From an optimization exercise on the open Yosys and OpenROAD flow, aimed at small area; shortcuts taken in it are not production practice. Only simulation tests tie the RTL to the original design; equivalence was not proved. No activity file was given, so power comes from the tool's default toggle rates.

## ALU
module ALU(A, B, OP_SELECT, OUT, clk);
	input  [31:0] A, B;
	input  [3:0]  OP_SELECT;
	input         clk;
	output [63:0] OUT;
	localparam DEPTH = 35;
	reg [31:0] a, b;
	reg [3:0]  op;
	always @(posedge clk) begin
		a  <= A;
		b  <= B;
		op <= OP_SELECT;
	end
	wire [63:0] x1, y1;
	wire        d1;
	alu_stage1 s1(.a(a), .b(b), .op(op), .x(x1), .y(y1), .drop(d1));
	reg [63:0] x2, y2;
	reg        d2;
	reg [3:0]  op2;
	always @(posedge clk) begin
		x2  <= x1;
		y2  <= y1;
		d2  <= d1;
		op2 <= op;
	end
	wire [63:0] res;
	alu_stage2 s2(.x(x2), .y(y2), .drop(d2), .op(op2), .res(res));
	reg [64*DEPTH-1:0] pipe;
	always @(posedge clk)
		pipe <= {pipe[64*(DEPTH-1)-1:0], res};
	assign OUT = pipe[64*DEPTH-1:64*(DEPTH-1)];
endmodule
Size in the first run: ~7000 cells after synthesis, about 2400 flip-flops, about 130 I/O pins, ~0.082 mm^2 of cells after synthesis.
clock: 6.0 ns
lec_check: 0
abc_area: 1
cap_margin: 20
core_margin: 2
core_utilization: 64
slew_margin: 20
standard.sh (not shown) runs the stock make flow with config.mk's settings and CLKGATE_MAP_FILE= SYNTH_SCRIPT=/design/flow/synth_recipe.tcl, a recipe that flattens the netlist after the stock synthesis.
==> flow/flow/run.sh <==
#!/bin/bash
# The standard layout (standard.sh, unchanged synthesis), with two
# changes to how the layout is made:
#  - clock tree synthesis adds no dummy loads and clusters up to 29 sinks
#    per leaf buffer, so the clock tree uses fewer buffers;
#  - the port buffers are buf_2 cells instead of the resizer's pick.
# standard.sh's full output goes to standard.log in this folder; ORFS's own
# per-step logs are under orfs/logs/.
set -euo pipefail
export CTS_ARGS="-sink_clustering_enable -repair_clock_nets -dont_use_dummy_load -sink_clustering_size 29 -sink_clustering_max_diameter 110"
export BUFFER_PORTS_ARGS="-buffer_cell sky130_fd_sc_hd__buf_2"
bash standard.sh > standard.log 2>&1
Rerun with:
==> flow/flow/run.sh (replaced) <==
#!/bin/bash
# The standard layout (standard.sh, unchanged synthesis), with two
# changes to how the layout is made:
#  - clock tree synthesis adds no dummy loads and clusters up to 24 sinks
#    per leaf buffer, so the clock tree uses fewer buffers;
#  - the port buffers are buf_2 cells instead of the resizer's pick.
# standard.sh's full output goes to standard.log in this folder; ORFS's own
# per-step logs are under orfs/logs/.
set -euo pipefail
export CTS_ARGS="-sink_clustering_enable -repair_clock_nets -dont_use_dummy_load -sink_clustering_size 24 -sink_clustering_max_diameter 100"
export BUFFER_PORTS_ARGS="-buffer_cell sky130_fd_sc_hd__buf_2"
bash standard.sh > standard.log 2>&1
CORE_UTILIZATION = 72   (was 64)
Effect:
- With this change the flow died in global routing (5_1_grt) (GRT-0232)
- synthesized cell count does not change
- area after synthesis stays the same
Rerun with:
==> flow/flow/run.sh (replaced) <==
#!/bin/bash
# The standard layout (standard.sh, unchanged synthesis), with two
# changes to how the layout is made:
#  - clock tree synthesis adds no dummy loads and clusters up to 27 sinks
#    per leaf buffer, so the clock tree uses fewer buffers;
#  - the port buffers are buf_2 cells instead of the resizer's pick.
# standard.sh's full output goes to standard.log in this folder; ORFS's own
# per-step logs are under orfs/logs/.
set -euo pipefail
export CTS_ARGS="-sink_clustering_enable -repair_clock_nets -dont_use_dummy_load -sink_clustering_size 27 -sink_clustering_max_diameter 105"
export BUFFER_PORTS_ARGS="-buffer_cell sky130_fd_sc_hd__buf_2"
bash standard.sh > standard.log 2>&1
CORE_UTILIZATION = 64   (was 72)
Outcome:
- The new run finished clean
- area after synthesis is unchanged
- synthesized cell count is unchanged
Rerun with:
==> flow/run.sh (new file) <==
#!/bin/bash
# synth_recipe.tcl (not shown) runs the flow's synth.tcl, then flattens the netlist and writes it again
# the make line also repeats each setting of config.mk as NAME=value (left out here)
make -C /OpenROAD-flow-scripts/flow DESIGN_CONFIG=/design/flow/config.mk WORK_HOME=/design/flow/orfs CLKGATE_MAP_FILE= SYNTH_SCRIPT=/design/flow/synth_recipe.tcl finish
CORE_UTILIZATION = 65   (was 64)
CTS_CLUSTER_DIAMETER = 100   (was not set)
CTS_CLUSTER_SIZE = 24   (was not set)
removed: flow/flow/run.sh
removed: flow/standard.sh
=> Clock skew drops by 0.045 ns; setup slack gains 0.031 ns; register-to-register slack gains 0.03 ns.

Starting RTL as in the previous note.
==> flow/config.mk <==
export PLATFORM = sky130hd
export DESIGN_NAME = ALU
export DESIGN_NICKNAME = ALU
export VERILOG_FILES = /design/flow/design.v
export SDC_FILE = /design/flow/constraint.sdc
export NUM_CORES = 4
export LEC_CHECK = 0
export ABC_AREA = 1
export CAP_MARGIN = 20
export CORE_MARGIN = 2
export CORE_UTILIZATION = 65
export SLEW_MARGIN = 20
==> flow/constraint.sdc <==
create_clock -name core_clock -period 6.0 [get_ports {clk}]
set_input_delay 1.2000 -clock core_clock [delete_from_list [all_inputs] [get_ports {clk}]]
set_output_delay 1.2000 -clock core_clock [all_outputs]
set_load 0.01 [all_outputs]
==> flow/flow/run.sh <==
#!/bin/bash
# The standard layout (standard.sh, unchanged synthesis), with two
# changes to how the layout is made:
#  - clock tree synthesis adds no dummy loads and clusters up to 24 sinks
#    per leaf buffer, so the clock tree uses fewer buffers;
#  - the port buffers are buf_2 cells instead of the resizer's pick.
# standard.sh's full output goes to standard.log in this folder; ORFS's own
# per-step logs are under orfs/logs/.
set -euo pipefail
export CTS_ARGS="-sink_clustering_enable -repair_clock_nets -dont_use_dummy_load -sink_clustering_size 24 -sink_clustering_max_diameter 100"
export BUFFER_PORTS_ARGS="-buffer_cell sky130_fd_sc_hd__buf_2"
bash standard.sh > standard.log 2>&1
The starting point completed and failed the layout checks on antenna violations.
Next try:
==> flow/run.sh (new file) <==
#!/bin/bash
# synth_recipe.tcl (not shown) runs the flow's synth.tcl, then flattens the netlist and writes it again
# the make line also repeats each setting of config.mk as NAME=value (left out here)
make -C /OpenROAD-flow-scripts/flow DESIGN_CONFIG=/design/flow/config.mk WORK_HOME=/design/flow/orfs CLKGATE_MAP_FILE= SYNTH_SCRIPT=/design/flow/synth_recipe.tcl finish
CTS_CLUSTER_DIAMETER = 105   (was unset)
CTS_CLUSTER_SIZE = 27   (was unset)
removed: flow/flow/run.sh
removed: flow/standard.sh
Now the flow ran to the end with no violations.
Die area does not change.
Wire length drops by about 0.33%.
Fmax barely changes.
Worst hold slack gets better by 0.024 ns.
Register-to-register slack stays flat.
Power came out higher by 1.3%.
Count of clock-buffer cells in the layout is lower by 11.
Synthesized cell count does not change.
Final area climbs by about 0.7%.
Sequential cell count is unchanged.
Sequential power barely changes.

## what the ideal ports hide
No port has a modelled driver above. Below, the same layouts with a new extraction and two added sets of constraints. Step 1 (the two cells are an assumption about what drives the block):
set clk [get_ports {clk}]
set_driving_cell -lib_cell sky130_fd_sc_hd__clkbuf_16 $clk
set_driving_cell -lib_cell sky130_fd_sc_hd__buf_2 [delete_from_list [all_inputs] $clk]
Step 2 moves the port delays by t, midway between the first and last clock arrival at a register: inputs arrive t later, outputs are due t later. That takes back most of the time a late clock gives input paths. Three values: ideal, step 1, step 2; two values: the first two.
run	t, ns	setup slack, ns	hold slack, ns	worst setup path after step 2	slew at the worst register clock pin (ns)
the first run of note 1	0.773	0.222 / 0.222 / 0.222	0.275 / 0.275 / 0.275	register to register	0.12 / 0.12
the third run of note 1	0.803	0.244 / 0.244 / 0.244	0.265 / 0.265 / 0.265	register to register	0.11 / 0.11
the fourth run of note 1	0.843	0.275 / 0.275 / 0.275	0.306 / 0.306 / 0.306	register to register	0.11 / 0.11
the first run of note 2	0.801	0.221 / 0.221 / 0.221	0.280 / 0.280 / 0.280	register to register	0.11 / 0.11
the second run of note 2	0.841	0.231 / 0.231 / 0.231	0.304 / 0.304 / 0.304	register to register	0.12 / 0.12
